From an optimization exercise on the open Yosys and OpenROAD flow, aimed at small area; shortcuts taken in it are not production practice.
The RTL was checked by simulation tests, not by an equivalence proof against the original design.

==> flow/flow/polarity.py <==
#!/usr/bin/env python3
"""Removes inverters around full adders in a mapped sky130hd netlist.

A full adder is self-dual: FA(~a, ~b, ~c) = (~sum, ~cout). Synthesis often
leaves full adders whose inputs or outputs pass through inverters. This script
collapses every inverter chain to signals with a polarity, chooses for each
full adder whether to use it in inverted form (local search on the number of
inverters needed), and writes the netlist back with one inverter per signal
that some load needs inverted. A NAND2 whose only load is such an inverter
becomes an AND2. Registers and all other cells are kept as they are.

usage: polarity.py netlist.v  (rewrites it in place; prints a summary)
"""
import re
import sys
import random

PFX = "sky130_fd_sc_hd__"
OUT_PINS = {"X", "Y", "Q", "Q_N", "COUT", "SUM", "HI", "LO"}

path = sys.argv[1]
text = open(path).read()

m_mod = re.search(r"^module .*?;\n", text, re.M | re.S)
end = text.rindex("endmodule")
body = text[m_mod.end():end]

# split body into declarations and cell instances
inst_re = re.compile(r"^\s*(" + PFX + r"\w+)\s+(\S+)\s*\((.*?)\);\n", re.M | re.S)
pin_re = re.compile(r"\.(\w+)\(\s*(.*?)\s*\)(?=\s*,|\s*$)", re.S)

cells = []   # dict(type, name, pins{pin: net})
decls = []
pos = 0
for m in inst_re.finditer(body):
    decls.append(body[pos:m.start()])
    pos = m.end()
    pins = {}
    for pm in pin_re.finditer(m.group(3)):
        pins[pm.group(1)] = pm.group(2).strip()
    cells.append({"type": m.group(1)[len(PFX):], "name": m.group(2), "pins": pins})
decls.append(body[pos:])
if any(re.search(r"\bassign\b", d) for d in decls):
    sys.exit("polarity.py: netlist has assign statements; left unchanged")
decl_text = "".join(decls)

port_nets = set()
for m in re.finditer(r"^\s*(input|output)\s+(\[\d+:\d+\]\s+)?(\S+?)\s*;", decl_text, re.M):
    port_nets.add(m.group(3))


def is_port(net):
    base = net.split("[")[0].strip()
    return base in port_nets or net in port_nets


def is_inv(c):
    return c["type"].startswith("inv_") or c["type"].startswith("clkinv_")


driver = {}
loads = {}
for i, c in enumerate(cells):
    for p, n in c["pins"].items():
        if p in OUT_PINS:
            driver[n] = (i, p)
        else:
            loads.setdefault(n, []).append((i, p))

# inverters we may remove: input and output are internal nets, and the output is not a port
removable = set()
for i, c in enumerate(cells):
    if is_inv(c):
        a, y = c["pins"]["A"], c["pins"]["Y"]
        if not is_port(y) and not a.startswith("1'"):
            removable.add(i)


def root_of(net):
    """(root net, polarity): follows removable inverters back to a non-inverter driver."""
    pol = 0
    seen = 0
    while True:
        d = driver.get(net)
        if d is None or d[0] not in removable or seen > 50:
            return net, pol
        net = cells[d[0]]["pins"]["A"]
        pol ^= 1
        seen += 1


fa_ids = [i for i, c in enumerate(cells) if c["type"].startswith("fa_")]
fa_index = {i: k for k, i in enumerate(fa_ids)}

# every load pin of a non-removable cell, expressed against a root
# demand[root] = list of (cell id, pin, polarity wanted relative to root)
demand = {}
for i, c in enumerate(cells):
    if i in removable:
        continue
    for p, n in c["pins"].items():
        if p in OUT_PINS or n.startswith("1'") or n == "":
            continue
        r, pol = root_of(n)
        demand.setdefault(r, []).append((i, p, pol))

roots = list(demand.keys())
# root driven by an FA output?
root_fa = {}
for r in roots:
    d = driver.get(r)
    if d is not None and d[0] in fa_index:
        root_fa[r] = d[0]

flip = [0] * len(fa_ids)


def root_cost(r):
    dpol = flip[fa_index[root_fa[r]]] if r in root_fa else 0
    need = set()
    for (i, p, pol) in demand[r]:
        q = pol ^ (flip[fa_index[i]] if i in fa_index else 0)
        need.add(q ^ dpol)
    return 1 if 1 in need else 0


# roots touching each FA
touch = {k: set() for k in range(len(fa_ids))}
for r in roots:
    if r in root_fa:
        touch[fa_index[root_fa[r]]].add(r)
    for (i, p, pol) in demand[r]:
        if i in fa_index:
            touch[fa_index[i]].add(r)

cost_before = sum(root_cost(r) for r in roots)
before_invs = len(removable)


def local_search():
    improved = True
    while improved:
        improved = False
        for k in range(len(fa_ids)):
            rs = touch[k]
            old = sum(root_cost(r) for r in rs)
            flip[k] ^= 1
            new = sum(root_cost(r) for r in rs)
            if new < old:
                improved = True
            else:
                flip[k] ^= 1


local_search()
best = list(flip)
best_cost = sum(root_cost(r) for r in roots)
rng = random.Random(1)
for _ in range(30):
    # perturb and descend again
    for k in rng.sample(range(len(fa_ids)), max(1, len(fa_ids) // 10)):
        flip[k] ^= 1
    local_search()
    c = sum(root_cost(r) for r in roots)
    if c < best_cost:
        best_cost, best = c, list(flip)
    else:
        flip[:] = best
flip[:] = best

# rebuild: remove removable inverters, then reconnect each demand
new_cells = [c for i, c in enumerate(cells)]
keep = [i not in removable for i in range(len(cells))]
inv_count = 0
and_merges = 0
extra_wires = []


def new_net():
    global inv_count
    inv_count += 1
    n = f"_pol{inv_count}_"
    extra_wires.append(n)
    return n


for r in roots:
    dpol = flip[fa_index[root_fa[r]]] if r in root_fa else 0
    inv_net = None
    want_inv = []
    for (i, p, pol) in demand[r]:
        q = pol ^ (flip[fa_index[i]] if i in fa_index else 0)
        if q ^ dpol:
            want_inv.append((i, p))
        else:
            cells[i]["pins"][p] = r
    if want_inv:
        d = driver.get(r)
        # NAND2 (or NOR2) whose only use is inverted: make it AND2 (OR2)
        only = all(True for _ in want_inv) and len(want_inv) == len(demand[r]) and not is_port(r)
        if only and d is not None and cells[d[0]]["type"] in ("nand2_1", "nor2_1") and keep[d[0]]:
            cells[d[0]]["type"] = "and2_1" if cells[d[0]]["type"] == "nand2_1" else "or2_1"
            cells[d[0]]["pins"]["X"] = cells[d[0]]["pins"].pop("Y")
            for (i, p) in want_inv:
                cells[i]["pins"][p] = r
            and_merges += 1
            continue
        inv_net = new_net()
        cells.append({"type": "inv_1", "name": f"_polinv{inv_count}_",
                      "pins": {"A": r, "Y": inv_net}})
        keep.append(True)
        for (i, p) in want_inv:
            cells[i]["pins"][p] = inv_net

# FA flips: nothing changes in the FA cell itself; its nets now carry the other polarity,
# which the demand wiring above already accounts for.

out = [text[:m_mod.end()], decl_text.rstrip("\n") + "\n"]
for n in extra_wires:
    out.append(f"  wire {n};\n")
for i, c in enumerate(cells):
    if not keep[i]:
        continue
    pins = ",\n".join(f"    .{p}({n}{' ' if n.startswith(chr(92)) else ''})"
                       for p, n in c["pins"].items())
    out.append(f"  {PFX}{c['type']} {c['name']} (\n{pins}\n  );\n")
out.append(text[end:])
open(path, "w").write("".join(out))
after = sum(1 for i, c in enumerate(cells) if keep[i] and is_inv(c))
print(f"polarity.py: {sum(flip)} of {len(fa_ids)} full adders flipped; inverters "
      f"{sum(1 for c in cells[:len(removable)] if False) or before_invs} removable before, "
      f"{inv_count - and_merges if False else inv_count} placed after; {and_merges} NAND2/NOR2 -> AND2/OR2; "
      f"model cost {cost_before} -> {best_cost}; inverters in netlist now {after}")
==> flow/design.v <==
`timescale 1ns / 1ps
`timescale 1ns / 1ps
module Add3Relu8(x, y, z, r);
  input [7:0] x, y, z;
  output [8:0] r;
  wire [9:0] s;
  wire n1;
  wire n2;
  wire n3;
  wire n4;
  wire n5;
  wire n6;
  wire n7;
  wire n8;
  wire n9;
  wire n10;
  wire n11;
  wire n12;
  wire n13;
  wire n14;
  wire n15;
  wire n16;
  wire n17;
  wire n18;
  wire n19;
  wire n20;
  wire n21;
  wire n22;
  wire n23;
  wire n24;
  wire n25;
  wire n26;
  wire n27;
  wire n28;
  wire n29;
  wire n30;
  wire n31;
  wire n32;
  wire n33;
  wire n34;
  wire n35;
  assign n1 = x[0] ^ y[0] ^ z[0];
  assign n2 = (x[0] & y[0]) | (x[0] & z[0]) | (y[0] & z[0]);
  assign n3 = x[1] ^ y[1] ^ z[1];
  assign n4 = (x[1] & y[1]) | (x[1] & z[1]) | (y[1] & z[1]);
  assign n5 = x[2] ^ y[2] ^ z[2];
  assign n6 = (x[2] & y[2]) | (x[2] & z[2]) | (y[2] & z[2]);
  assign n7 = x[3] ^ y[3] ^ z[3];
  assign n8 = (x[3] & y[3]) | (x[3] & z[3]) | (y[3] & z[3]);
  assign n9 = x[4] ^ y[4] ^ z[4];
  assign n10 = (x[4] & y[4]) | (x[4] & z[4]) | (y[4] & z[4]);
  assign n11 = x[5] ^ y[5] ^ z[5];
  assign n12 = (x[5] & y[5]) | (x[5] & z[5]) | (y[5] & z[5]);
  assign n13 = x[6] ^ y[6] ^ z[6];
  assign n14 = (x[6] & y[6]) | (x[6] & z[6]) | (y[6] & z[6]);
  assign n15 = ~x[7] ^ ~y[7] ^ ~z[7];
  assign n16 = (~x[7] & ~y[7]) | (~x[7] & ~z[7]) | (~y[7] & ~z[7]);
  assign n17 = n14 ^ n15 ^ 1;
  assign n18 = (n14 & n15) | (n14 & 1) | (n15 & 1);
  assign n19 = n2 ^ n3;
  assign n20 = n2 & n3;
  assign n21 = n4 ^ n5 ^ n20;
  assign n22 = (n4 & n5) | (n4 & n20) | (n5 & n20);
  assign n23 = n6 ^ n7 ^ n22;
  assign n24 = (n6 & n7) | (n6 & n22) | (n7 & n22);
  assign n25 = n8 ^ n9 ^ n24;
  assign n26 = (n8 & n9) | (n8 & n24) | (n9 & n24);
  assign n27 = n10 ^ n11 ^ n26;
  assign n28 = (n10 & n11) | (n10 & n26) | (n11 & n26);
  assign n29 = n12 ^ n13 ^ n28;
  assign n30 = (n12 & n13) | (n12 & n28) | (n13 & n28);
  assign n31 = n17 ^ n30;
  assign n32 = n17 & n30;
  assign n33 = n16 ^ n18 ^ n32;
  assign n34 = (n16 & n18) | (n16 & n32) | (n18 & n32);
  assign n35 = 1 ^ n34;
  assign s = {n35, n33, n31, n29, n27, n25, n23, n21, n19, n1};
  assign r = s[9] ? 9'd0 : s[8:0];
endmodule
module Add3Relu19(x, y, z, r);
  input [18:0] x, y, z;
  output [18:0] r;
  wire [19:0] s;
  wire n1;
  wire n2;
  wire n3;
  wire n4;
  wire n5;
  wire n6;
  wire n7;
  wire n8;
  wire n9;
  wire n10;
  wire n11;
  wire n12;
  wire n13;
  wire n14;
  wire n15;
  wire n16;
  wire n17;
  wire n18;
  wire n19;
  wire n20;
  wire n21;
  wire n22;
  wire n23;
  wire n24;
  wire n25;
  wire n26;
  wire n27;
  wire n28;
  wire n29;
  wire n30;
  wire n31;
  wire n32;
  wire n33;
  wire n34;
  wire n35;
  wire n36;
  wire n37;
  wire n38;
  wire n39;
  wire n40;
  wire n41;
  wire n42;
  wire n43;
  wire n44;
  wire n45;
  wire n46;
  wire n47;
  wire n48;
  wire n49;
  wire n50;
  wire n51;
  wire n52;
  wire n53;
  wire n54;
  wire n55;
  wire n56;
  wire n57;
  wire n58;
  wire n59;
  wire n60;
  wire n61;
  wire n62;
  wire n63;
  wire n64;
  wire n65;
  wire n66;
  wire n67;
  wire n68;
  wire n69;
  wire n70;
  wire n71;
  wire n72;
  wire n73;
  wire n74;
  wire n75;
  wire n76;
  wire n77;
  wire n78;
  wire n79;
  wire n80;
  wire n81;
  wire n82;
  wire n83;
  wire n84;
  wire n85;
  wire n86;
  wire n87;
  wire n88;
  wire n89;
  wire n90;
  wire n91;
  wire n92;
  wire n93;
  wire n94;
  wire n95;
  wire n96;
  wire n97;
  wire n98;
  wire n99;
  assign n1 = x[0] ^ y[0] ^ z[0];
  assign n2 = (x[0] & y[0]) | (x[0] & z[0]) | (y[0] & z[0]);
  assign n3 = x[1] ^ y[1] ^ z[1];
  assign n4 = (x[1] & y[1]) | (x[1] & z[1]) | (y[1] & z[1]);
  assign n5 = x[2] ^ y[2] ^ z[2];
  assign n6 = (x[2] & y[2]) | (x[2] & z[2]) | (y[2] & z[2]);
  assign n7 = x[3] ^ y[3] ^ z[3];
  assign n8 = (x[3] & y[3]) | (x[3] & z[3]) | (y[3] & z[3]);
  assign n9 = x[4] ^ y[4] ^ z[4];
  assign n10 = (x[4] & y[4]) | (x[4] & z[4]) | (y[4] & z[4]);
  assign n11 = x[5] ^ y[5] ^ z[5];
  assign n12 = (x[5] & y[5]) | (x[5] & z[5]) | (y[5] & z[5]);
  assign n13 = x[6] ^ y[6] ^ z[6];
  assign n14 = (x[6] & y[6]) | (x[6] & z[6]) | (y[6] & z[6]);
  assign n15 = x[7] ^ y[7] ^ z[7];
  assign n16 = (x[7] & y[7]) | (x[7] & z[7]) | (y[7] & z[7]);
  assign n17 = x[8] ^ y[8] ^ z[8];
  assign n18 = (x[8] & y[8]) | (x[8] & z[8]) | (y[8] & z[8]);
  assign n19 = x[9] ^ y[9] ^ z[9];
  assign n20 = (x[9] & y[9]) | (x[9] & z[9]) | (y[9] & z[9]);
  assign n21 = x[10] ^ y[10] ^ z[10];
  assign n22 = (x[10] & y[10]) | (x[10] & z[10]) | (y[10] & z[10]);
  assign n23 = x[11] ^ y[11] ^ z[11];
  assign n24 = (x[11] & y[11]) | (x[11] & z[11]) | (y[11] & z[11]);
  assign n25 = x[12] ^ y[12] ^ z[12];
  assign n26 = (x[12] & y[12]) | (x[12] & z[12]) | (y[12] & z[12]);
  assign n27 = x[13] ^ y[13] ^ z[13];
  assign n28 = (x[13] & y[13]) | (x[13] & z[13]) | (y[13] & z[13]);
  assign n29 = x[14] ^ y[14] ^ z[14];
  assign n30 = (x[14] & y[14]) | (x[14] & z[14]) | (y[14] & z[14]);
  assign n31 = x[15] ^ y[15] ^ z[15];
  assign n32 = (x[15] & y[15]) | (x[15] & z[15]) | (y[15] & z[15]);
  assign n33 = x[16] ^ y[16] ^ z[16];
  assign n34 = (x[16] & y[16]) | (x[16] & z[16]) | (y[16] & z[16]);
  assign n35 = x[17] ^ y[17] ^ z[17];
  assign n36 = (x[17] & y[17]) | (x[17] & z[17]) | (y[17] & z[17]);
  assign n37 = ~x[18] ^ ~y[18] ^ ~z[18];
  assign n38 = (~x[18] & ~y[18]) | (~x[18] & ~z[18]) | (~y[18] & ~z[18]);
  assign n39 = n36 ^ n37 ^ 1;
  assign n40 = (n36 & n37) | (n36 & 1) | (n37 & 1);
  assign n41 = n2 ^ n3;
  assign n42 = n2 & n3;
  assign n43 = n4 ^ n5 ^ n42;
  assign n44 = (n4 & n5) | (n4 & n42) | (n5 & n42);
  assign n45 = n6 ^ n7 ^ n44;
  assign n46 = (n6 & n7) | (n6 & n44) | (n7 & n44);
  assign n47 = n8 ^ n9 ^ n46;
  assign n48 = (n8 & n9) | (n8 & n46) | (n9 & n46);
  assign n49 = n10 ^ n11 ^ n48;
  assign n50 = (n10 & n11) | (n10 & n48) | (n11 & n48);
  assign n51 = n12 ^ n13 ^ n50;
  assign n52 = (n12 & n13) | (n12 & n50) | (n13 & n50);
  assign n53 = n14 ^ n15 ^ n52;
  assign n54 = (n14 & n15) | (n14 & n52) | (n15 & n52);
  assign n55 = n16 ^ n17 ^ n54;
  assign n56 = (n16 & n17) | (n16 & n54) | (n17 & n54);
  assign n57 = n18 ^ n19;
  assign n58 = n18 & n19;
  assign n59 = n20 ^ n21 ^ n58;
  assign n60 = (n20 & n21) | (n20 & n58) | (n21 & n58);
  assign n61 = n22 ^ n23 ^ n60;
  assign n62 = (n22 & n23) | (n22 & n60) | (n23 & n60);
  assign n63 = n24 ^ n25 ^ n62;
  assign n64 = (n24 & n25) | (n24 & n62) | (n25 & n62);
  assign n65 = n26 ^ n27 ^ n64;
  assign n66 = (n26 & n27) | (n26 & n64) | (n27 & n64);
  assign n67 = n28 ^ n29 ^ n66;
  assign n68 = (n28 & n29) | (n28 & n66) | (n29 & n66);
  assign n69 = n30 ^ n31 ^ n68;
  assign n70 = (n30 & n31) | (n30 & n68) | (n31 & n68);
  assign n71 = n32 ^ n33 ^ n70;
  assign n72 = (n32 & n33) | (n32 & n70) | (n33 & n70);
  assign n73 = n34 ^ n35 ^ n72;
  assign n74 = (n34 & n35) | (n34 & n72) | (n35 & n72);
  assign n75 = n39 ^ n74;
  assign n76 = n39 & n74;
  assign n77 = n38 ^ n40 ^ n76;
  assign n78 = (n38 & n40) | (n38 & n76) | (n40 & n76);
  assign n79 = n57 ^ n56;
  assign n80 = n57 & n56;
  assign n81 = n59 ^ n80;
  assign n82 = n59 & n80;
  assign n83 = n61 ^ n82;
  assign n84 = n61 & n82;
  assign n85 = n63 ^ n84;
  assign n86 = n63 & n84;
  assign n87 = n65 ^ n86;
  assign n88 = n65 & n86;
  assign n89 = n67 ^ n88;
  assign n90 = n67 & n88;
  assign n91 = n69 ^ n90;
  assign n92 = n69 & n90;
  assign n93 = n71 ^ n92;
  assign n94 = n71 & n92;
  assign n95 = n73 ^ n94;
  assign n96 = n73 & n94;
  assign n97 = n75 ^ n96;
  assign n98 = n75 & n96;
  assign n99 = n77 ^ n98;
  assign s = {n99, n97, n95, n93, n91, n89, n87, n85, n83, n81, n79, n55, n53, n51, n49, n47, n45, n43, n41, n1};
  assign r = s[19] ? 19'd0 : s[18:0];
endmodule
`timescale 1ns / 1ps
module MulU4S4(a, b, p);
  input [3:0] a;
  input [3:0] b;
  output [7:0] p;
  wire n1;
  wire n2;
  wire n3;
  wire n4;
  wire n5;
  wire n6;
  wire n7;
  wire n8;
  wire n9;
  wire n10;
  wire n11;
  wire n12;
  wire n13;
  wire n14;
  wire n15;
  wire n16;
  wire n17;
  wire n18;
  wire n19;
  wire n20;
  wire n21;
  wire n22;
  wire n23;
  wire n24;
  wire n25;
  assign n1 = (a[2] & b[0]) ^ (a[1] & b[1]) ^ (a[0] & b[2]);
  assign n2 = ((a[2] & b[0]) & (a[1] & b[1])) | ((a[2] & b[0]) & (a[0] & b[2])) | ((a[1] & b[1]) & (a[0] & b[2]));
  assign n3 = (a[3] & b[0]) ^ (a[2] & b[1]) ^ (a[1] & b[2]);
  assign n4 = ((a[3] & b[0]) & (a[2] & b[1])) | ((a[3] & b[0]) & (a[1] & b[2])) | ((a[2] & b[1]) & (a[1] & b[2]));
  assign n5 = ~(a[0] & b[3]) ^ n2 ^ n3;
  assign n6 = (~(a[0] & b[3]) & n2) | (~(a[0] & b[3]) & n3) | (n2 & n3);
  assign n7 = (a[3] & b[1]) ^ (a[2] & b[2]) ^ ~(a[1] & b[3]);
  assign n8 = ((a[3] & b[1]) & (a[2] & b[2])) | ((a[3] & b[1]) & ~(a[1] & b[3])) | ((a[2] & b[2]) & ~(a[1] & b[3]));
  assign n9 = n4 ^ n7 ^ n6;
  assign n10 = (n4 & n7) | (n4 & n6) | (n7 & n6);
  assign n11 = (a[3] & b[2]) ^ ~(a[2] & b[3]) ^ n8;
  assign n12 = ((a[3] & b[2]) & ~(a[2] & b[3])) | ((a[3] & b[2]) & n8) | (~(a[2] & b[3]) & n8);
  assign n13 = (a[1] & b[0]) ^ (a[0] & b[1]);
  assign n14 = (a[1] & b[0]) & (a[0] & b[1]);
  assign n15 = n1 ^ n14;
  assign n16 = n1 & n14;
  assign n17 = 1 ^ n5 ^ n16;
  assign n18 = (1 & n5) | (1 & n16) | (n5 & n16);
  assign n19 = n9 ^ n18;
  assign n20 = n9 & n18;
  assign n21 = n10 ^ n11 ^ n20;
  assign n22 = (n10 & n11) | (n10 & n20) | (n11 & n20);
  assign n23 = ~(a[3] & b[3]) ^ n12 ^ n22;
  assign n24 = (~(a[3] & b[3]) & n12) | (~(a[3] & b[3]) & n22) | (n12 & n22);
  assign n25 = 1 ^ n24;
  assign p = {n25, n23, n21, n19, n17, n15, n13, (a[0] & b[0])};
endmodule
module MulU9S10(a, b, p);
  input [8:0] a;
  input [9:0] b;
  output [18:0] p;
  wire n1;
  wire n2;
  wire n3;
  wire n4;
  wire n5;
  wire n6;
  wire n7;
  wire n8;
  wire n9;
  wire n10;
  wire n11;
  wire n12;
  wire n13;
  wire n14;
  wire n15;
  wire n16;
  wire n17;
  wire n18;
  wire n19;
  wire n20;
  wire n21;
  wire n22;
  wire n23;
  wire n24;
  wire n25;
  wire n26;
  wire n27;
  wire n28;
  wire n29;
  wire n30;
  wire n31;
  wire n32;
  wire n33;
  wire n34;
  wire n35;
  wire n36;
  wire n37;
  wire n38;
  wire n39;
  wire n40;
  wire n41;
  wire n42;
  wire n43;
  wire n44;
  wire n45;
  wire n46;
  wire n47;
  wire n48;
  wire n49;
  wire n50;
  wire n51;
  wire n52;
  wire n53;
  wire n54;
  wire n55;
  wire n56;
  wire n57;
  wire n58;
  wire n59;
  wire n60;
  wire n61;
  wire n62;
  wire n63;
  wire n64;
  wire n65;
  wire n66;
  wire n67;
  wire n68;
  wire n69;
  wire n70;
  wire n71;
  wire n72;
  wire n73;
  wire n74;
  wire n75;
  wire n76;
  wire n77;
  wire n78;
  wire n79;
  wire n80;
  wire n81;
  wire n82;
  wire n83;
  wire n84;
  wire n85;
  wire n86;
  wire n87;
  wire n88;
  wire n89;
  wire n90;
  wire n91;
  wire n92;
  wire n93;
  wire n94;
  wire n95;
  wire n96;
  wire n97;
  wire n98;
  wire n99;
  wire n100;
  wire n101;
  wire n102;
  wire n103;
  wire n104;
  wire n105;
  wire n106;
  wire n107;
  wire n108;
  wire n109;
  wire n110;
  wire n111;
  wire n112;
  wire n113;
  wire n114;
  wire n115;
  wire n116;
  wire n117;
  wire n118;
  wire n119;
  wire n120;
  wire n121;
  wire n122;
  wire n123;
  wire n124;
  wire n125;
  wire n126;
  wire n127;
  wire n128;
  wire n129;
  wire n130;
  wire n131;
  wire n132;
  wire n133;
  wire n134;
  wire n135;
  wire n136;
  wire n137;
  wire n138;
  wire n139;
  wire n140;
  wire n141;
  wire n142;
  wire n143;
  wire n144;
  wire n145;
  wire n146;
  wire n147;
  wire n148;
  wire n149;
  wire n150;
  wire n151;
  wire n152;
  wire n153;
  wire n154;
  wire n155;
  wire n156;
  wire n157;
  wire n158;
  wire n159;
  wire n160;
  wire n161;
  wire n162;
  wire n163;
  wire n164;
  wire n165;
  wire n166;
  wire n167;
  wire n168;
  wire n169;
  wire n170;
  wire n171;
  wire n172;
  wire n173;
  wire n174;
  wire n175;
  wire n176;
  wire n177;
  assign n1 = (a[2] & b[0]) ^ (a[1] & b[1]) ^ (a[0] & b[2]);
  assign n2 = ((a[2] & b[0]) & (a[1] & b[1])) | ((a[2] & b[0]) & (a[0] & b[2])) | ((a[1] & b[1]) & (a[0] & b[2]));
  assign n3 = (a[3] & b[0]) ^ (a[2] & b[1]) ^ (a[1] & b[2]);
  assign n4 = ((a[3] & b[0]) & (a[2] & b[1])) | ((a[3] & b[0]) & (a[1] & b[2])) | ((a[2] & b[1]) & (a[1] & b[2]));
  assign n5 = (a[0] & b[3]) ^ n2 ^ n3;
  assign n6 = ((a[0] & b[3]) & n2) | ((a[0] & b[3]) & n3) | (n2 & n3);
  assign n7 = (a[4] & b[0]) ^ (a[3] & b[1]) ^ (a[2] & b[2]);
  assign n8 = ((a[4] & b[0]) & (a[3] & b[1])) | ((a[4] & b[0]) & (a[2] & b[2])) | ((a[3] & b[1]) & (a[2] & b[2]));
  assign n9 = (a[1] & b[3]) ^ (a[0] & b[4]) ^ n4;
  assign n10 = ((a[1] & b[3]) & (a[0] & b[4])) | ((a[1] & b[3]) & n4) | ((a[0] & b[4]) & n4);
  assign n11 = n7 ^ n6 ^ n9;
  assign n12 = (n7 & n6) | (n7 & n9) | (n6 & n9);
  assign n13 = (a[5] & b[0]) ^ (a[4] & b[1]) ^ (a[3] & b[2]);
  assign n14 = ((a[5] & b[0]) & (a[4] & b[1])) | ((a[5] & b[0]) & (a[3] & b[2])) | ((a[4] & b[1]) & (a[3] & b[2]));
  assign n15 = (a[2] & b[3]) ^ (a[1] & b[4]) ^ (a[0] & b[5]);
  assign n16 = ((a[2] & b[3]) & (a[1] & b[4])) | ((a[2] & b[3]) & (a[0] & b[5])) | ((a[1] & b[4]) & (a[0] & b[5]));
  assign n17 = n8 ^ n13 ^ n15;
  assign n18 = (n8 & n13) | (n8 & n15) | (n13 & n15);
  assign n19 = n10 ^ n17 ^ n12;
  assign n20 = (n10 & n17) | (n10 & n12) | (n17 & n12);
  assign n21 = (a[6] & b[0]) ^ (a[5] & b[1]) ^ (a[4] & b[2]);
  assign n22 = ((a[6] & b[0]) & (a[5] & b[1])) | ((a[6] & b[0]) & (a[4] & b[2])) | ((a[5] & b[1]) & (a[4] & b[2]));
  assign n23 = (a[3] & b[3]) ^ (a[2] & b[4]) ^ (a[1] & b[5]);
  assign n24 = ((a[3] & b[3]) & (a[2] & b[4])) | ((a[3] & b[3]) & (a[1] & b[5])) | ((a[2] & b[4]) & (a[1] & b[5]));
  assign n25 = (a[0] & b[6]) ^ n14 ^ n16;
  assign n26 = ((a[0] & b[6]) & n14) | ((a[0] & b[6]) & n16) | (n14 & n16);
  assign n27 = n21 ^ n23 ^ n18;
  assign n28 = (n21 & n23) | (n21 & n18) | (n23 & n18);
  assign n29 = n25 ^ n27 ^ n20;
  assign n30 = (n25 & n27) | (n25 & n20) | (n27 & n20);
  assign n31 = (a[7] & b[0]) ^ (a[6] & b[1]) ^ (a[5] & b[2]);
  assign n32 = ((a[7] & b[0]) & (a[6] & b[1])) | ((a[7] & b[0]) & (a[5] & b[2])) | ((a[6] & b[1]) & (a[5] & b[2]));
  assign n33 = (a[4] & b[3]) ^ (a[3] & b[4]) ^ (a[2] & b[5]);
  assign n34 = ((a[4] & b[3]) & (a[3] & b[4])) | ((a[4] & b[3]) & (a[2] & b[5])) | ((a[3] & b[4]) & (a[2] & b[5]));
  assign n35 = (a[1] & b[6]) ^ (a[0] & b[7]) ^ n22;
  assign n36 = ((a[1] & b[6]) & (a[0] & b[7])) | ((a[1] & b[6]) & n22) | ((a[0] & b[7]) & n22);
  assign n37 = n24 ^ n31 ^ n33;
  assign n38 = (n24 & n31) | (n24 & n33) | (n31 & n33);
  assign n39 = n26 ^ n35 ^ n37;
  assign n40 = (n26 & n35) | (n26 & n37) | (n35 & n37);
  assign n41 = n28 ^ n39 ^ n30;
  assign n42 = (n28 & n39) | (n28 & n30) | (n39 & n30);
  assign n43 = (a[8] & b[0]) ^ (a[7] & b[1]) ^ (a[6] & b[2]);
  assign n44 = ((a[8] & b[0]) & (a[7] & b[1])) | ((a[8] & b[0]) & (a[6] & b[2])) | ((a[7] & b[1]) & (a[6] & b[2]));
  assign n45 = (a[5] & b[3]) ^ (a[4] & b[4]) ^ (a[3] & b[5]);
  assign n46 = ((a[5] & b[3]) & (a[4] & b[4])) | ((a[5] & b[3]) & (a[3] & b[5])) | ((a[4] & b[4]) & (a[3] & b[5]));
  assign n47 = (a[2] & b[6]) ^ (a[1] & b[7]) ^ (a[0] & b[8]);
  assign n48 = ((a[2] & b[6]) & (a[1] & b[7])) | ((a[2] & b[6]) & (a[0] & b[8])) | ((a[1] & b[7]) & (a[0] & b[8]));
  assign n49 = n32 ^ n34 ^ n43;
  assign n50 = (n32 & n34) | (n32 & n43) | (n34 & n43);
  assign n51 = n45 ^ n47 ^ n36;
  assign n52 = (n45 & n47) | (n45 & n36) | (n47 & n36);
  assign n53 = n38 ^ n49 ^ n51;
  assign n54 = (n38 & n49) | (n38 & n51) | (n49 & n51);
  assign n55 = n40 ^ n53 ^ n42;
  assign n56 = (n40 & n53) | (n40 & n42) | (n53 & n42);
  assign n57 = (a[8] & b[1]) ^ (a[7] & b[2]) ^ (a[6] & b[3]);
  assign n58 = ((a[8] & b[1]) & (a[7] & b[2])) | ((a[8] & b[1]) & (a[6] & b[3])) | ((a[7] & b[2]) & (a[6] & b[3]));
  assign n59 = (a[5] & b[4]) ^ (a[4] & b[5]) ^ (a[3] & b[6]);
  assign n60 = ((a[5] & b[4]) & (a[4] & b[5])) | ((a[5] & b[4]) & (a[3] & b[6])) | ((a[4] & b[5]) & (a[3] & b[6]));
  assign n61 = (a[2] & b[7]) ^ (a[1] & b[8]) ^ ~(a[0] & b[9]);
  assign n62 = ((a[2] & b[7]) & (a[1] & b[8])) | ((a[2] & b[7]) & ~(a[0] & b[9])) | ((a[1] & b[8]) & ~(a[0] & b[9]));
  assign n63 = n44 ^ n46 ^ n48;
  assign n64 = (n44 & n46) | (n44 & n48) | (n46 & n48);
  assign n65 = n57 ^ n59 ^ n61;
  assign n66 = (n57 & n59) | (n57 & n61) | (n59 & n61);
  assign n67 = n50 ^ n63 ^ n65;
  assign n68 = (n50 & n63) | (n50 & n65) | (n63 & n65);
  assign n69 = n52 ^ n67 ^ n54;
  assign n70 = (n52 & n67) | (n52 & n54) | (n67 & n54);
  assign n71 = n69 ^ n56 ^ 1;
  assign n72 = (n69 & n56) | (n69 & 1) | (n56 & 1);
  assign n73 = (a[8] & b[2]) ^ (a[7] & b[3]) ^ (a[6] & b[4]);
  assign n74 = ((a[8] & b[2]) & (a[7] & b[3])) | ((a[8] & b[2]) & (a[6] & b[4])) | ((a[7] & b[3]) & (a[6] & b[4]));
  assign n75 = (a[5] & b[5]) ^ (a[4] & b[6]) ^ (a[3] & b[7]);
  assign n76 = ((a[5] & b[5]) & (a[4] & b[6])) | ((a[5] & b[5]) & (a[3] & b[7])) | ((a[4] & b[6]) & (a[3] & b[7]));
  assign n77 = (a[2] & b[8]) ^ ~(a[1] & b[9]) ^ n58;
  assign n78 = ((a[2] & b[8]) & ~(a[1] & b[9])) | ((a[2] & b[8]) & n58) | (~(a[1] & b[9]) & n58);
  assign n79 = n60 ^ n62 ^ n73;
  assign n80 = (n60 & n62) | (n60 & n73) | (n62 & n73);
  assign n81 = n75 ^ n64 ^ n66;
  assign n82 = (n75 & n64) | (n75 & n66) | (n64 & n66);
  assign n83 = n77 ^ n79 ^ n68;
  assign n84 = (n77 & n79) | (n77 & n68) | (n79 & n68);
  assign n85 = n81 ^ n83 ^ n70;
  assign n86 = (n81 & n83) | (n81 & n70) | (n83 & n70);
  assign n87 = (a[8] & b[3]) ^ (a[7] & b[4]) ^ (a[6] & b[5]);
  assign n88 = ((a[8] & b[3]) & (a[7] & b[4])) | ((a[8] & b[3]) & (a[6] & b[5])) | ((a[7] & b[4]) & (a[6] & b[5]));
  assign n89 = (a[5] & b[6]) ^ (a[4] & b[7]) ^ (a[3] & b[8]);
  assign n90 = ((a[5] & b[6]) & (a[4] & b[7])) | ((a[5] & b[6]) & (a[3] & b[8])) | ((a[4] & b[7]) & (a[3] & b[8]));
  assign n91 = ~(a[2] & b[9]) ^ n74 ^ n76;
  assign n92 = (~(a[2] & b[9]) & n74) | (~(a[2] & b[9]) & n76) | (n74 & n76);
  assign n93 = n87 ^ n89 ^ n78;
  assign n94 = (n87 & n89) | (n87 & n78) | (n89 & n78);
  assign n95 = n80 ^ n91 ^ n82;
  assign n96 = (n80 & n91) | (n80 & n82) | (n91 & n82);
  assign n97 = n93 ^ n95 ^ n84;
  assign n98 = (n93 & n95) | (n93 & n84) | (n95 & n84);
  assign n99 = (a[8] & b[4]) ^ (a[7] & b[5]) ^ (a[6] & b[6]);
  assign n100 = ((a[8] & b[4]) & (a[7] & b[5])) | ((a[8] & b[4]) & (a[6] & b[6])) | ((a[7] & b[5]) & (a[6] & b[6]));
  assign n101 = (a[5] & b[7]) ^ (a[4] & b[8]) ^ ~(a[3] & b[9]);
  assign n102 = ((a[5] & b[7]) & (a[4] & b[8])) | ((a[5] & b[7]) & ~(a[3] & b[9])) | ((a[4] & b[8]) & ~(a[3] & b[9]));
  assign n103 = n88 ^ n90 ^ n99;
  assign n104 = (n88 & n90) | (n88 & n99) | (n90 & n99);
  assign n105 = n101 ^ n92 ^ n103;
  assign n106 = (n101 & n92) | (n101 & n103) | (n92 & n103);
  assign n107 = n94 ^ n105 ^ n96;
  assign n108 = (n94 & n105) | (n94 & n96) | (n105 & n96);
  assign n109 = (a[8] & b[5]) ^ (a[7] & b[6]) ^ (a[6] & b[7]);
  assign n110 = ((a[8] & b[5]) & (a[7] & b[6])) | ((a[8] & b[5]) & (a[6] & b[7])) | ((a[7] & b[6]) & (a[6] & b[7]));
  assign n111 = (a[5] & b[8]) ^ ~(a[4] & b[9]) ^ n100;
  assign n112 = ((a[5] & b[8]) & ~(a[4] & b[9])) | ((a[5] & b[8]) & n100) | (~(a[4] & b[9]) & n100);
  assign n113 = n102 ^ n109 ^ n104;
  assign n114 = (n102 & n109) | (n102 & n104) | (n109 & n104);
  assign n115 = n111 ^ n106 ^ n113;
  assign n116 = (n111 & n106) | (n111 & n113) | (n106 & n113);
  assign n117 = (a[8] & b[6]) ^ (a[7] & b[7]) ^ (a[6] & b[8]);
  assign n118 = ((a[8] & b[6]) & (a[7] & b[7])) | ((a[8] & b[6]) & (a[6] & b[8])) | ((a[7] & b[7]) & (a[6] & b[8]));
  assign n119 = ~(a[5] & b[9]) ^ n110 ^ n117;
  assign n120 = (~(a[5] & b[9]) & n110) | (~(a[5] & b[9]) & n117) | (n110 & n117);
  assign n121 = n112 ^ n119 ^ n114;
  assign n122 = (n112 & n119) | (n112 & n114) | (n119 & n114);
  assign n123 = (a[8] & b[7]) ^ (a[7] & b[8]) ^ ~(a[6] & b[9]);
  assign n124 = ((a[8] & b[7]) & (a[7] & b[8])) | ((a[8] & b[7]) & ~(a[6] & b[9])) | ((a[7] & b[8]) & ~(a[6] & b[9]));
  assign n125 = n118 ^ n123 ^ n120;
  assign n126 = (n118 & n123) | (n118 & n120) | (n123 & n120);
  assign n127 = (a[8] & b[8]) ^ ~(a[7] & b[9]) ^ n124;
  assign n128 = ((a[8] & b[8]) & ~(a[7] & b[9])) | ((a[8] & b[8]) & n124) | (~(a[7] & b[9]) & n124);
  assign n129 = (a[1] & b[0]) ^ (a[0] & b[1]);
  assign n130 = (a[1] & b[0]) & (a[0] & b[1]);
  assign n131 = n1 ^ n130;
  assign n132 = n1 & n130;
  assign n133 = n5 ^ n132;
  assign n134 = n5 & n132;
  assign n135 = n11 ^ n134;
  assign n136 = n11 & n134;
  assign n137 = n19 ^ n136;
  assign n138 = n19 & n136;
  assign n139 = n29 ^ n138;
  assign n140 = n29 & n138;
  assign n141 = n41 ^ n140;
  assign n142 = n41 & n140;
  assign n143 = n55 ^ n142;
  assign n144 = n55 & n142;
  assign n145 = n71 ^ n144;
  assign n146 = n71 & n144;
  assign n147 = n72 ^ n85 ^ n146;
  assign n148 = (n72 & n85) | (n72 & n146) | (n85 & n146);
  assign n149 = n86 ^ n97 ^ n148;
  assign n150 = (n86 & n97) | (n86 & n148) | (n97 & n148);
  assign n151 = n98 ^ n107;
  assign n152 = n98 & n107;
  assign n153 = n108 ^ n115 ^ n152;
  assign n154 = (n108 & n115) | (n108 & n152) | (n115 & n152);
  assign n155 = n116 ^ n121 ^ n154;
  assign n156 = (n116 & n121) | (n116 & n154) | (n121 & n154);
  assign n157 = n122 ^ n125 ^ n156;
  assign n158 = (n122 & n125) | (n122 & n156) | (n125 & n156);
  assign n159 = n126 ^ n127 ^ n158;
  assign n160 = (n126 & n127) | (n126 & n158) | (n127 & n158);
  assign n161 = ~(a[8] & b[9]) ^ n128 ^ n160;
  assign n162 = (~(a[8] & b[9]) & n128) | (~(a[8] & b[9]) & n160) | (n128 & n160);
  assign n163 = 1 ^ n162;
  assign n164 = 1 & n162;
  assign n165 = n151 ^ n150;
  assign n166 = n151 & n150;
  assign n167 = n153 ^ n166;
  assign n168 = n153 & n166;
  assign n169 = n155 ^ n168;
  assign n170 = n155 & n168;
  assign n171 = n157 ^ n170;
  assign n172 = n157 & n170;
  assign n173 = n159 ^ n172;
  assign n174 = n159 & n172;
  assign n175 = n161 ^ n174;
  assign n176 = n161 & n174;
  assign n177 = n163 ^ n176;
  assign p = {n177, n175, n173, n171, n169, n167, n165, n149, n147, n145, n143, n141, n139, n137, n135, n133, n131, n129, (a[0] & b[0])};
endmodule
`timescale 1ns / 1ps
module RegisterFile(clk, Start, WriteState, WriteData, Group, ReadData1, ReadData2, ReadData3);
  parameter PW = 8;
  input clk;
  input Start;
  input [3:0] WriteState;
  input [PW-1:0] WriteData;
  input [4:0] Group;
  output reg [PW-1:0] ReadData1, ReadData2, ReadData3;
  function [3:0] entry_state;
    input integer k;
    integer i;
    reg [3:0] s;
    begin
      s = 4'b0001;
      for (i = 0; i < k; i = i + 1) s = {s[2:0], s[3] ^ s[2]};
      entry_state = s;
    end
  endfunction
  reg [PW-1:0] P [0:14];
  genvar k;
  generate
    for (k = 0; k < 15; k = k + 1) begin : entry
      always @(posedge clk)
        if (Start && WriteState == entry_state(k)) P[k] <= WriteData;
    end
  endgenerate
  integer g;
  always @(*) begin
    ReadData1 = {PW{1'b0}};
    ReadData2 = {PW{1'b0}};
    ReadData3 = {PW{1'b0}};
    for (g = 0; g < 5; g = g + 1) begin
      ReadData1 = ReadData1 | ({PW{Group[g]}} & P[3*g]);
      ReadData2 = ReadData2 | ({PW{Group[g]}} & P[3*g+1]);
      ReadData3 = ReadData3 | ({PW{Group[g]}} & P[3*g+2]);
    end
  end
endmodule
`timescale 1ns / 1ps
module AddressCounter(clk, rst_n, Start, ReadEn, WriteState, Group);
  input clk, rst_n;
  input Start;
  input ReadEn;
  output reg [3:0] WriteState;
  output reg [4:0] Group;
  always @(posedge clk or negedge rst_n) begin
    if (!rst_n) begin
      WriteState <= 4'b0001;
      Group <= 5'b00001;
    end else begin
      if (Start) WriteState <= {WriteState[2:0], WriteState[3] ^ WriteState[2]};
      if (ReadEn) Group <= {Group[3:0], Group[4]};
    end
  end
endmodule
`timescale 1ns / 1ps
module CNN_Single_Layer(clk, rst_n, Start, Image, Filter, ReadEn, ConvResult);
    parameter L  = 1;
    parameter IW = 4;    
    parameter FW = 4;    
    parameter PW = 8;    
    parameter SW = 9;    
    input clk;
    input rst_n;
    input Start;
    input [IW-1:0] Image;
    input signed [FW-1:0] Filter;
    input ReadEn;
    output [SW-1:0] ConvResult;
    wire [3:0] WriteState;
    wire [4:0] Group;
    wire [PW-1:0] MultValue;
    wire [PW-1:0] Rd1, Rd2, Rd3;
    wire [SW-1:0] GroupSum;
    reg  [SW-1:0] T, S;
    generate
      if (L == 1) begin : l1
        MulU4S4 Multiplicator (.a(Image), .b(Filter), .p(MultValue));
        Add3Relu8 ADDER (.x(Rd1), .y(Rd2), .z(Rd3), .r(GroupSum));
      end else begin : l2
        MulU9S10 Multiplicator (.a(Image), .b(Filter), .p(MultValue));
        Add3Relu19 ADDER (.x(Rd1), .y(Rd2), .z(Rd3), .r(GroupSum));
      end
    endgenerate
    AddressCounter AddressCounter (.clk(clk), .rst_n(rst_n), .Start(Start), .ReadEn(ReadEn),
        .WriteState(WriteState), .Group(Group));
    RegisterFile #(.PW(PW)) RegisterFile (.clk(clk), .Start(Start), .WriteState(WriteState),
        .WriteData(MultValue), .Group(Group), .ReadData1(Rd1), .ReadData2(Rd2), .ReadData3(Rd3));
    always @(posedge clk or negedge rst_n) begin
        if (!rst_n) begin
            T <= {SW{1'b0}};
            S <= {SW{1'b0}};
        end else begin
            if (ReadEn) T <= GroupSum;
            S <= T;
        end
    end
    assign ConvResult = S;
endmodule
`timescale 1ns / 1ps
module CNN_Two_Layer( 
clk, rst_n,
Start1, Image, Filter1, ReadEn1,
Start2, Filter2, ReadEn2,
ConvResult
    );
    input clk;
    input rst_n;
    input Start1;
    input [3:0] Image;
    input signed [3:0] Filter1;
    input ReadEn1;
    input Start2;
    input signed [9:0] Filter2;
    input ReadEn2;
    output signed [21:0] ConvResult;
    wire [8:0]  layer1_to_layer2;
    wire [18:0] layer2_out;
    CNN_Single_Layer #(.L(1), .IW(4), .FW(4), .PW(8), .SW(9)) Layer1(.clk(clk), .rst_n(rst_n),
        .Start(Start1), .Image(Image), .Filter(Filter1), .ReadEn(ReadEn1), .ConvResult(layer1_to_layer2));
    CNN_Single_Layer #(.L(2), .IW(9), .FW(10), .PW(19), .SW(19)) Layer2(.clk(clk), .rst_n(rst_n),
        .Start(Start2), .Image(layer1_to_layer2), .Filter(Filter2), .ReadEn(ReadEn2), .ConvResult(layer2_out));
    assign ConvResult = {3'b000, layer2_out};
endmodule
==> flow/config.mk <==
export PLATFORM = sky130hd
export DESIGN_NAME = CNN_Two_Layer
export DESIGN_NICKNAME = CNN_Two_Layer
export VERILOG_FILES = /design/flow/design.v
export SDC_FILE = /design/flow/constraint.sdc
export NUM_CORES = 4
export LEC_CHECK = 0
export ABC_AREA = 0
export CAP_MARGIN = 20
export CORE_MARGIN = 2
export CORE_UTILIZATION = 60
export CTS_BUF_LIST = sky130_fd_sc_hd__clkbuf_8
export CTS_CLUSTER_DIAMETER = 60
export CTS_CLUSTER_SIZE = 16
export SLEW_MARGIN = 20
==> flow/constraint.sdc <==
create_clock -name core_clock -period 8.0 [get_ports {clk}]
set_input_delay 1.6000 -clock core_clock [delete_from_list [all_inputs] [get_ports {clk}]]
set_output_delay 1.6000 -clock core_clock [all_outputs]
set_load 0.01 [all_outputs]
==> flow/standard.sh <==
#!/bin/bash
# synth_recipe.tcl (not shown) runs the flow's synth.tcl, then flattens the netlist and writes it again
# the make line also repeats each setting of config.mk as NAME=value (left out here)
make -C /OpenROAD-flow-scripts/flow DESIGN_CONFIG=/design/flow/config.mk WORK_HOME=/design/flow/orfs CLKGATE_MAP_FILE= SYNTH_SCRIPT=/design/flow/synth_recipe.tcl "${@:-finish}"
==> flow/flow/run.sh <==
#!/bin/bash
# Layout flow: the standard flow, with three changes:
#  * after the standard synthesis, flow/polarity.py removes the inverters that
#    synthesis leaves around full adders (it uses full adders in inverted form
#    where that saves inverters); registers and all other cells are untouched;
#  * ports are buffered with buf_1 cells;
#  * clock tree synthesis inserts no dummy loads.
# Each tool's output goes to a log file of its own in this folder.
set -euo pipefail
cd "$(dirname "$0")/.."
WORK=$(pwd)
RES="$WORK/orfs/results/sky130hd/CNN_Two_Layer/base"

export BUFFER_PORTS_ARGS="-buffer_cell sky130_fd_sc_hd__buf_1"
export CTS_ARGS="-sink_clustering_enable -repair_clock_nets -sink_clustering_size 16 -sink_clustering_max_diameter 60 -buf_list sky130_fd_sc_hd__clkbuf_8 -dont_use_dummy_load"

bash standard.sh "$RES/1_2_yosys.v" > "$WORK/synth.log" 2>&1
cp "$RES/1_2_yosys.v" "$WORK/1_2_yosys.standard.v"
python3 flow/polarity.py "$RES/1_2_yosys.v" > "$WORK/polarity.log" 2>&1
bash standard.sh > "$WORK/layout.log" 2>&1
==> impl_metrics.yaml, run 1 <==
detailed_routing:
  routedWlPerCell_um: 25.8
  viasPerCell: 6.15
  drc_errors: 0
  wl_um: 46600
  antenna_left: 0
  drtIter0Drc: 1257
  vias: 11133
  firstDrtPassIters: 9
global_route:
  grt_pass1_vias: 11233
  use_met3: 0.0455
  grt_usage: 0.262
  use_met2: 0.400
  grt_antenna_before_repair: 0
  grt_overflow: 0
  grtUsageMet1: 0.403
  busiest_layer: "met1"
  grt_pass1_wl_um: 69700
  grt_max_degree: 65
yosys:
  synth_cells: 1292
  ys_warn_count: 7
  syn_avg_cell_area_sq_um: 16.5
  netlist_area_sq_mm: 0.0213
sta:
  post-route-period-util: 0.936
  slew-limit-headroom: 0.269
  tightestPinTransition_ps: 1100
  fmax_mhz: 134
  drv_slew: 0
  setup_violations: 0
  rsz0062_at_grt: "false"
  hold_viol_final: 0
  period_needed_ps: 7490
  clock-skew-final_ps: 67.4
cts:
  htree_levels: 2
  cts_hold_buf: 0
  clock_sinks: 479
  cts_tree: "built"
  post-cts-setup-buffers: 0
  clkTransAtPathRegs_ps: 90
  insertion_delay_ps: 630
  cts_buffers: 38
  cts.path.max_buffers: 3
  cts_root_buffer: "clkbuf_8"
finish:
  utilization: 0.641
  fin_cells: 1809
  fin_nets: 1546
  diodes: 0
  multi_input_area_sq_mm: 0.00648
  fin_area_sq_mm: 0.0226
  register_area_sq_mm: 0.0140
  fillers: 2580
  drive_gt1_frac: 0.132
  syn_to_final_growth_pct: 6.21
hold_path:
  hold_path_class: "reg2reg"
  min_to: "Layer1.S[4]"
  hp-start: "Layer1.T[4]"
  worstHoldPathCells: 0
run:
  max_cap_viol_count: 0
critical_path:
  cp-end-kind: "flip-flop"
  crit_arrival_ps: 7800
  reg2reg_depth: 29
  r2r-start: "Layer2.AddressCounter.Group[0]"
  startpoint_type: "primary input"
  rrSetupSlack_ps: 590
  path_class: "in2reg"
  crit_fanout: 15
  r2r_end: "Layer2.T[13]"
  cp.required_ps: 8310
placed_design:
  place_hpwl_um: 29100
  placed_area_sq_mm: 0.0221
  placedCellCount: 1771
  port_buffers: 42
  gp_congestion: 0.802
die:
  initial_utilization: 0.604
  ios: 46
  num_rows: 69
  die_w_um: 193
  coreArea_sq_mm: 0.0353
  fp.dieH_um: 193
  dieArea_sq_mm: 0.0371
run_status:
  status: "finished clean"
==> how the worst max path moves through the flow <==
stage	slack, ps	startpoint	cells after the start	end
global placement	-460	Filter2[0]	20	Layer2.RegisterFile.P[1][18]
global route	190	Layer2.AddressCounter.Group[0]	29	Layer2.T[13]
detailed placement	-120	Filter2[0]	20	Layer2.RegisterFile.P[4][18]
floorplan	440	Filter2[0]	19	Layer2.RegisterFile.P[0][18]
CTS	280	Layer2.AddressCounter.Group[0]	29	Layer2.T[13]
finish	510	Filter2[0]	20	Layer2.RegisterFile.P[11][18]
==> layer usage <==
| layer | wire length, um | vias up |
|---|---|---|
| met5 | 0 | - |
| met4 | 773 | 0 |
| met3 | 3330 | 55 |
| met2 | 21900 | 390 |
| met1 | 20600 | 5832 |
| li1 | - | 4856 |
==> per-stage QoR <==
stage	hold WS [ps]	setup slack, ps	TNS (ps)
finish	379	514	0
global route	393	194	0
CTS	380	276	0
detailed placement	360	-119	-1780
global placement	359	-463	-6930
floorplan	354	442	0
==> critical path, cell delays in order <==
cell,delay [ps]
buf_1,110
and2_1,160
fa_1,520
fa_1,410
fa_1,420
fa_1,410
fa_1,400
fa_1,390
fa_1,450
ha_1,210
ha_1,180
fa_1,380
fa_1,380
ha_1,200
ha_1,180
ha_1,180
ha_1,180
ha_1,190
ha_1,210
xnor2_2,610
==> registers in the layout (all words and copies together) (netlist names) <==
register,count
Layer2.T,19
Layer1.S,9
Layer1.AddressCounter.Group,5
Layer1.AddressCounter.WriteState,4
Layer1.RegisterFile.P,120
Layer1.T,9
Layer2.S,19
Layer2.AddressCounter.WriteState,4
Layer2.AddressCounter.Group,5
Layer2.RegisterFile.P,285
==> placed cells by master, fill, tap and decap left out, drive strengths merged <==
| cell type | instances |
|---|---|
| a221oi | 54 |
| a222oi | 81 |
| a22oi | 27 |
| and2 | 85 |
| buf | 83 |
| clkbuf | 40 |
| conb | 3 |
| dfrtp | 70 |
| dfstp | 4 |
| edfxtp | 405 |
| fa | 126 |
| ha | 46 |
| inv | 148 |
| mux2 | 12 |
| nand2 | 87 |
| nand2b | 4 |
| nand3 | 8 |
| nand3b | 3 |
| nor2 | 16 |
| nor3 | 2 |
| nor3b | 6 |
| o21ai | 15 |
| o22ai | 19 |
| xnor2 | 3 |
| xor2 | 1 |
==> repair_timing <==
item	CTS	global route
endpoints found under the hold margin	0	0
endpoints found under the setup margin	0	9
gates resized for setup	0	1
==> cell type report <==
cell class / instances / share of cell area
inverters: 148 / 0.0245
multi-input cells: 598 / 0.286
flip-flops and latches: 479 / 0.619
well taps: 461 / 0.0255
repair buffers: 85 / 0.0214
clock buffers: 38 / 0.0231
==> run 2: changes to the inputs <==
--- a/flow/config.mk
+++ b/flow/config.mk
@@ -8,8 +8,5 @@
 export ABC_AREA = 0
-export CAP_MARGIN = 20
+export CAP_MARGIN = 0
 export CORE_MARGIN = 2
 export CORE_UTILIZATION = 60
-export CTS_BUF_LIST = sky130_fd_sc_hd__clkbuf_8
-export CTS_CLUSTER_DIAMETER = 60
-export CTS_CLUSTER_SIZE = 16
-export SLEW_MARGIN = 20
+export SLEW_MARGIN = 0
==> run 2 against run 1 <==
Clock skew rose by 19 ps. Sequential share of layout area did not move. Register-to-register slack improved by 50 ps. Final cell count did not move. Utilization did not move. Hold slack got worse by 2.3 ps. Largest cell class unchanged. Highest routed layer unchanged.
==> impl_metrics.yaml, run 2 <==
die:
  num_rows: 69
  initial_utilization: 0.604
  die_w_um: 193
  fp.dieH_um: 193
  ios: 46
  dieArea_sq_mm: 0.0371
  coreArea_sq_mm: 0.0353
critical_path:
  crit_arrival_ps: 7820
  r2r_end: "Layer2.T[13]"
  reg2reg_depth: 29
  r2r-start: "Layer2.AddressCounter.Group[0]"
  crit_fanout: 15
  startpoint_type: "primary input"
  cp.required_ps: 8300
  cp-end-kind: "flip-flop"
  path_class: "in2reg"
  rrSetupSlack_ps: 640
sta:
  tightestPinTransition_ps: 1070
  period_needed_ps: 7530
  drv_slew: 0
  fin_tns_setup_ps: 0
  post-route-period-util: 0.941
  hold_viol_final: 0
  clock-skew-final_ps: 86.4
  slew-limit-headroom: 0.289
  setup_violations: 0
  rsz0062_at_grt: "false"
  fmax_mhz: 133
  setup_slack_ps: 473
global_route:
  grt_overflow: 0
  grt_pass1_vias: 11222
  grt_max_degree: 65
  grt_usage: 0.261
  grt_antenna_before_repair: 0
  grt_pass1_wl_um: 69700
yosys:
  ys_warn_count: 7
  synth_cells: 1292
  syn_avg_cell_area_sq_um: 16.5
  netlist_area_sq_mm: 0.0213
hold_path:
  hp-start: "Layer2.T[13]"
  worstHoldPathCells: 0
  hold_path_class: "reg2reg"
  min_to: "Layer2.S[13]"
cts:
  cts_buffers: 38
  cts_tree: "built"
  post-cts-setup-buffers: 0
  cts.path.max_buffers: 3
  insertion_delay_ps: 620
  htree_levels: 2
  cts_hold_buf: 0
  cts_root_buffer: "clkbuf_8"
  clock_sinks: 479
  clkTransAtPathRegs_ps: 90
  cts.repair.resized: 0
detailed_routing:
  highest_layer: "met4"
  viasPerCell: 6.17
  drc_errors: 0
  antenna_left: 0
  wl_met3_um: 3210
  routedWlPerCell_um: 25.5
  dr_wl_met2_um: 21700
  drtIter0Drc: 1188
  firstDrtPassIters: 7
  wl_um: 46200
  vias: 11159
  wl_met1_um: 20400
finish:
  final_cell_mix: "edfxtp_1 (405), inv_1 (148), fa_1 (126)"
  fin_area_sq_mm: 0.0226
  drive_gt1_frac: 0.132
  fin_nets: 1546
  diodes: 0
  largest_register: "Layer2.RegisterFile.P"
  syn_to_final_growth_pct: 6.21
  final_common_cell: "edfxtp_1"
  largest_registers: "Layer2.RegisterFile.P: 285 flops, Layer1.RegisterFile.P: 120 flops"
  register_area_sq_mm: 0.0140
  fillers: 2596
  largest_register_ffs: 285
  utilization: 0.641
  multi_input_area_sq_mm: 0.00648
placed_design:
  port_buffers: 42
  place_hpwl_um: 29100
  placed_area_sq_mm: 0.0221
  gp_congestion: 0.802
  place_ws_ps: -577
run_status:
  status: "finished clean"
run:
  max_cap_viol_count: 0
## run 2: worst max path at each step
stage / startpoint / endpoint
2_1_floorplan: Filter2[0] / Layer2.RegisterFile.P[0][18]
3_3_place_gp: Filter2[0] / Layer2.RegisterFile.P[1][18]
3_5_place_dp: Filter2[0] / Layer2.RegisterFile.P[4][18]
4_1_cts: Filter2[0] / Layer2.RegisterFile.P[11][18]
5_1_grt: Layer2.AddressCounter.Group[0] / Layer2.T[13]
6_report: Filter2[0] / Layer2.RegisterFile.P[0][18]
## run 2: through the flow
stage	instances	hold WS (ps)
after floorplan	1294	354
after global placement	1771	359
after detailed placement	1771	360
after CTS	1809	380
after global routing	1809	383
final	1809	377
## run 2: metal layers
| layer | vias to the layer above | track usage |
|---|---|---|
| li1 | 4862 | - |
| met1 | 5819 | 0.403 |
| met2 | 419 | 0.396 |
| met3 | 59 | 0.0440 |
| met4 | 0 | 0.0596 |
| met5 | - | 0 |
## run 2: area by class of cell
| cell class | count | share of cell area |
|---|---|---|
| Clock buffer | 38 | 0.0231 |
| Multi-Input combinational cell | 598 | 0.286 |
| Sequential cell | 479 | 0.619 |
| Inverter | 148 | 0.0245 |
| Timing Repair Buffer | 85 | 0.0214 |
| Tap cell | 461 | 0.0255 |
## run 2: critical path, cell delays in order
cell and delay [ps]:
buf_1 100, and2_1 160, fa_1 520, fa_1 420
fa_1 420, fa_1 410, fa_1 400, fa_1 390
fa_1 450, ha_1 210, ha_1 180, fa_1 370
fa_1 380, ha_1 200, ha_1 180, ha_1 180
ha_1 190, ha_1 180, ha_1 210, xnor2_2 630
==> run 3: changes to the inputs <==
--- a/flow/config.mk
+++ b/flow/config.mk
@@ -7,3 +7,3 @@
 export LEC_CHECK = 0
-export ABC_AREA = 0
+export ABC_AREA = 1
 export CAP_MARGIN = 0
==> run 3 against run 2 <==
Final cell count increased by 18%. Critical path type unchanged. Register-to-register slack better by 550 ps. Clock skew is 8.9 ps lower. Highest routed layer unchanged. Maximum frequency up 2.3%. Routed wire length shrank 1.9%. Via count is 6.4% higher. Flip-flop and latch count unchanged. Design area decreased by 0.56%. Die area about the same.
==> impl_metrics.yaml, run 3 <==
sta:
  rsz0062_at_grt: "false"
  clock-skew-final_ps: 77.4
  slew-limit-headroom: 0.284
  setup_slack_ps: 645
  tightestPinTransition_ps: 1070
  period_needed_ps: 7360
  fmax_mhz: 136
  post-route-period-util: 0.919
  hold_viol_final: 0
  setup_violations: 0
  drv_slew: 0
  whs_ps: 320
global_route:
  grt_max_degree: 75
  grt_pass1_vias: 11860
  grt_usage: 0.256
  grt_antenna_before_repair: 0
  grt_overflow: 0
  grt_pass1_wl_um: 69000
die:
  dieArea_sq_mm: 0.0371
  coreArea_sq_mm: 0.0353
  fp.dieH_um: 193
  die_w_um: 193
  ios: 46
  num_rows: 69
  initial_utilization: 0.604
cts:
  clkTransAtPathRegs_ps: 100
  post-cts-setup-buffers: 0
  cts_buffers: 37
  cts_root_buffer: "clkbuf_8"
  cts_tree: "built"
  insertion_delay_ps: 590
  cts_hold_buf: 0
  htree_levels: 2
  cts.path.max_buffers: 3
  cts.repair.resized: 0
  clock_sinks: 479
finish:
  fillers: 2747
  largest_register: "Layer2.RegisterFile.P"
  largest_registers: "Layer2.RegisterFile.P: 285 flops, Layer1.RegisterFile.P: 120 flops"
  syn_to_final_growth_pct: 5.57
  drive_gt1_frac: 0.0613
  largest_register_ffs: 285
  final_cell_mix: "nand2_1 (517), edfxtp_1 (405), fa_1 (126)"
  utilization: 0.638
  final_common_cell: "nand2_1"
  fin_nets: 1862
critical_path:
  crit_arrival_ps: 7640
  r2r-start: "Layer1.S[2]"
  cp.required_ps: 8290
  reg2reg_depth: 20
  r2r_end: "Layer2.RegisterFile.P[13][18]"
  crit_fanout: 15
  rrSetupSlack_ps: 1190
  cp-end-kind: "flip-flop"
  path_class: "in2reg"
  startpoint_type: "primary input"
  cp-startpoint: "Filter2[0]"
detailed_routing:
  antenna_left: 0
  routedWlPerCell_um: 21.3
  drc_errors: 0
  wl_um: 45300
  vias: 11870
  drtIter0Drc: 858
  firstDrtPassIters: 5
  viasPerCell: 5.58
placed_design:
  place_ws_ps: -405
  place_hpwl_um: 28400
  port_buffers: 42
  gp_congestion: 0.856
hold_path:
  hp-start: "Layer1.T[8]"
  worstHoldPathCells: 0
  hold_path_class: "reg2reg"
  min_to: "Layer1.S[8]"
yosys:
  syn_avg_cell_area_sq_um: 13.1
  netlist_area_sq_mm: 0.0213
  ys_warn_count: 7
  synth_cells: 1627
run:
  max_cap_viol_count: 0
run_status:
  status: "finished clean"
## run 3: critical path, cell delays in order
cell     delay (ps)
buf_1           160
nand2_1         100
fa_1            500
fa_1            400
fa_1            420
fa_1            380
fa_1            390
fa_1            390
fa_1            490
inv_1            40
ha_1            180
ha_1            190
fa_1            370
fa_1            370
ha_1            190
ha_1            180
ha_1            180
ha_1            180
ha_1            180
ha_1            200
xnor2_2         540
## run 3: per-stage QoR
stage	instance area, sq um	std cells	TNS [ps]
floorplan	21300	1629	0
global placement	22000	2088	-3920
detailed placement	22000	2088	-6070
CTS	22500	2125	0
global route	22500	2125	0
finish	22500	2126	0
## run 3: how the worst max path moves through the flow
stage                                     to  slack, ps  cells after the start
2_1_floorplan   Layer2.RegisterFile.P[0][18]        190                     21
3_3_place_gp   Layer2.RegisterFile.P[10][18]       -260                     21
3_5_place_dp    Layer2.RegisterFile.P[5][18]       -400                     21
4_1_cts        Layer2.RegisterFile.P[10][18]        260                     21
5_1_grt         Layer2.RegisterFile.P[6][18]        420                     21
6_report       Layer2.RegisterFile.P[13][18]        640                     21
## run 3: layout make-up
type / count / area [sq um] / share of cell area
Tap cell: 461 / 577 / 0.0256
Sequential cell: 479 / 14000 / 0.623
Antenna cell: 1 / 2.50 / 0.000111
Clock buffer: 37 / 509 / 0.0226
Multi-Input combinational cell: 980 / 6640 / 0.295
Inverter: 89 / 334 / 0.0148
Timing Repair Buffer: 79 / 439 / 0.0195
## run 3: metal layers
metal  share of wire  track usage  up-vias
li1                -            -     5513
met1            0.42        0.338     6004
met2            0.51        0.450      284
met3           0.046       0.0324       69
met4           0.023       0.0725        0
met5               0            0        -
==> run 4: changes to the inputs <==
--- a/flow/flow/run.sh
+++ b/flow/flow/run.sh
@@ -14,3 +14,3 @@
 export BUFFER_PORTS_ARGS="-buffer_cell sky130_fd_sc_hd__buf_1"
-export CTS_ARGS="-sink_clustering_enable -repair_clock_nets -sink_clustering_size 16 -sink_clustering_max_diameter 60 -buf_list sky130_fd_sc_hd__clkbuf_8 -dont_use_dummy_load"
+export CTS_ARGS="-sink_clustering_enable -repair_clock_nets -sink_clustering_size 10 -sink_clustering_max_diameter 50 -buf_list sky130_fd_sc_hd__clkbuf_4 -dont_use_dummy_load"
 
==> run 4 against run 3 <==
Hold slack gained 28 ps. Critical endpoint is now Layer2.RegisterFile.P[3][18]. Critical path type unchanged. Non-clock buffer count is the same. Sequential share of layout area grew 0.28 points. Synthesized area is the same. Critical path depth grew 1. Setup slack lost 220 ps. Highest routed layer unchanged. Design area shrank 0.45%.
==> impl_metrics.yaml, run 4 <==
run_status:
  status: "finished clean"
die:
  num_rows: 69
  coreArea_sq_mm: 0.0353
  dieArea_sq_mm: 0.0371
  die_w_um: 193
  fp.dieH_um: 193
  initial_utilization: 0.604
  ios: 46
sta:
  period_needed_ps: 7580
  setup_violations: 0
  fmax_mhz: 132
  hold_viol_final: 0
  fin_tns_setup_ps: 0
  slew-limit-headroom: 0.215
  clock-skew-final_ps: 89.4
  rsz0062_at_grt: "false"
  whs_ps: 348
  tightestPinTransition_ps: 1170
  drv_slew: 0
  post-route-period-util: 0.947
  setup_slack_ps: 421
global_route:
  grt_usage: 0.260
  grt_antenna_before_repair: 1
  grt_pass1_vias: 12009
  grt_max_degree: 75
  grt_overflow: 0
  grt_pass1_wl_um: 69800
finish:
  drive_gt1_frac: 0.0707
  utilization: 0.635
  fin_nets: 1880
  final_cell_mix: "nand2_1 (517), edfxtp_1 (405), fa_1 (126)"
  fin_cells: 2145
  largest_register_ffs: 285
  syn_to_final_growth_pct: 5.10
  largest_registers: "Layer2.RegisterFile.P: 285 flops, Layer1.RegisterFile.P: 120 flops"
  largest_register: "Layer2.RegisterFile.P"
  final_common_cell: "nand2_1"
  fin_area_sq_mm: 0.0224
yosys:
  netlist_area_sq_mm: 0.0213
  syn_avg_cell_area_sq_um: 13.1
  synth_cells: 1627
  ys_warn_count: 7
run:
  max_cap_viol_count: 0
detailed_routing:
  vias: 11936
  drtIter0Drc: 810
  wl_um: 45600
  drc_errors: 0
  routedWlPerCell_um: 21.2
  antenna_left: 0
  viasPerCell: 5.56
  firstDrtPassIters: 5
cts:
  clkTransAtPathRegs_ps: 100
  htree_levels: 2
  cts_tree: "built"
  cts.path.max_buffers: 3
  cts_root_buffer: "clkbuf_4"
  post-cts-setup-buffers: 0
  clock_sinks: 479
  cts_buffers: 55
  cts.repair.resized: 0
  insertion_delay_ps: 820
  cts_hold_buf: 0
placed_design:
  gp_congestion: 0.856
  placedCellCount: 2088
  place_hpwl_um: 28400
  port_buffers: 42
  place_ws_ps: -405
  placed_area_sq_mm: 0.0220
critical_path:
  reg2reg_depth: 20
  r2r-start: "Layer1.S[2]"
  cp-startpoint: "Filter2[2]"
  startpoint_type: "primary input"
  cp-end-kind: "flip-flop"
  crit_arrival_ps: 8000
  crit_fanout: 15
  path_class: "in2reg"
  cp.required_ps: 8420
hold_path:
  worstHoldPathCells: 0
  hp-start: "Layer1.T[4]"
  hold_path_class: "reg2reg"
-- run 4: per-layer routing --
metal  up-vias  wire, um  GRT usage
met5         -         0          0
met4         0      1190     0.0807
met3        81      2530     0.0426
met2       343     23300      0.450
met1      5944     18600      0.340
li1       5568         -          -
-- run 4: cell type report --
class	instances	area [sq um]
sequential	479	14000
fill	2776	12900
multi-input combinational	980	6630
tap	461	577
timing repair buffer	79	439
clock buffer	55	413
inverter	89	334
antenna	2	5.00
-- run 4: critical path, stage by stage --
cell	delay, ps
buf_1	90
buf_4	140
nand2_1	70
fa_1	460
fa_1	400
fa_1	420
fa_1	380
fa_1	390
fa_1	390
fa_1	490
inv_1	40
ha_1	180
ha_1	190
fa_1	380
fa_1	370
ha_1	190
ha_1	180
ha_1	180
ha_1	180
ha_1	180
ha_1	180
xnor2_1	900
-- run 4: worst paths after layout --
check | to | slack [ps]
max | Layer2.RegisterFile.P[3][18] | 420
min in group asynchronous | Layer2.AddressCounter.WriteState[1] | 1040
min | Layer1.S[4] | 350
max reg2reg | Layer2.RegisterFile.P[3][18] | 750
min reg2reg | Layer1.S[4] | 350
max in group asynchronous | Layer1.T[4] | 6230

static timing again, ports no longer ideal:
In the flow no input, the clock included, has a driving cell. The finished layouts below were timed again as built, in two steps.
Step 1, drivers: a clkbuf_16 drives clk and a buf_2 each remaining input, both assumed.
Step 2 times the ports against the registers' clock, not the clock port: input delays grow and output delays shrink by t, the midpoint of the rising clock arrivals with the driver on.
Slacks: ideal ports / drivers / drivers and shift; pairs: ideal ports / drivers.
run	t, ns	setup WS [ns]	hold WS [ns]	latest minus earliest clock arrival (ns)
run 1	0.641	0.514 / 0.543 / -0.099	0.379 / 0.379 / 0.379	0.068 / 0.067
run 2	0.625	0.473 / 0.501 / -0.125	0.377 / 0.377 / 0.377	0.088 / 0.087
run 3	0.603	0.645 / 0.672 / 0.069	0.320 / 0.320 / 0.320	0.078 / 0.078
run 4	0.824	0.421 / 0.447 / -0.377	0.348 / 0.348 / 0.348	0.090 / 0.090
With both steps, setup timing fails in run 1, run 2 and run 4, where it was met with ideal ports. For run 4, which loses most, drivers alone change the setup slack by +0.026 ns; drivers and shift together by -0.798 ns.
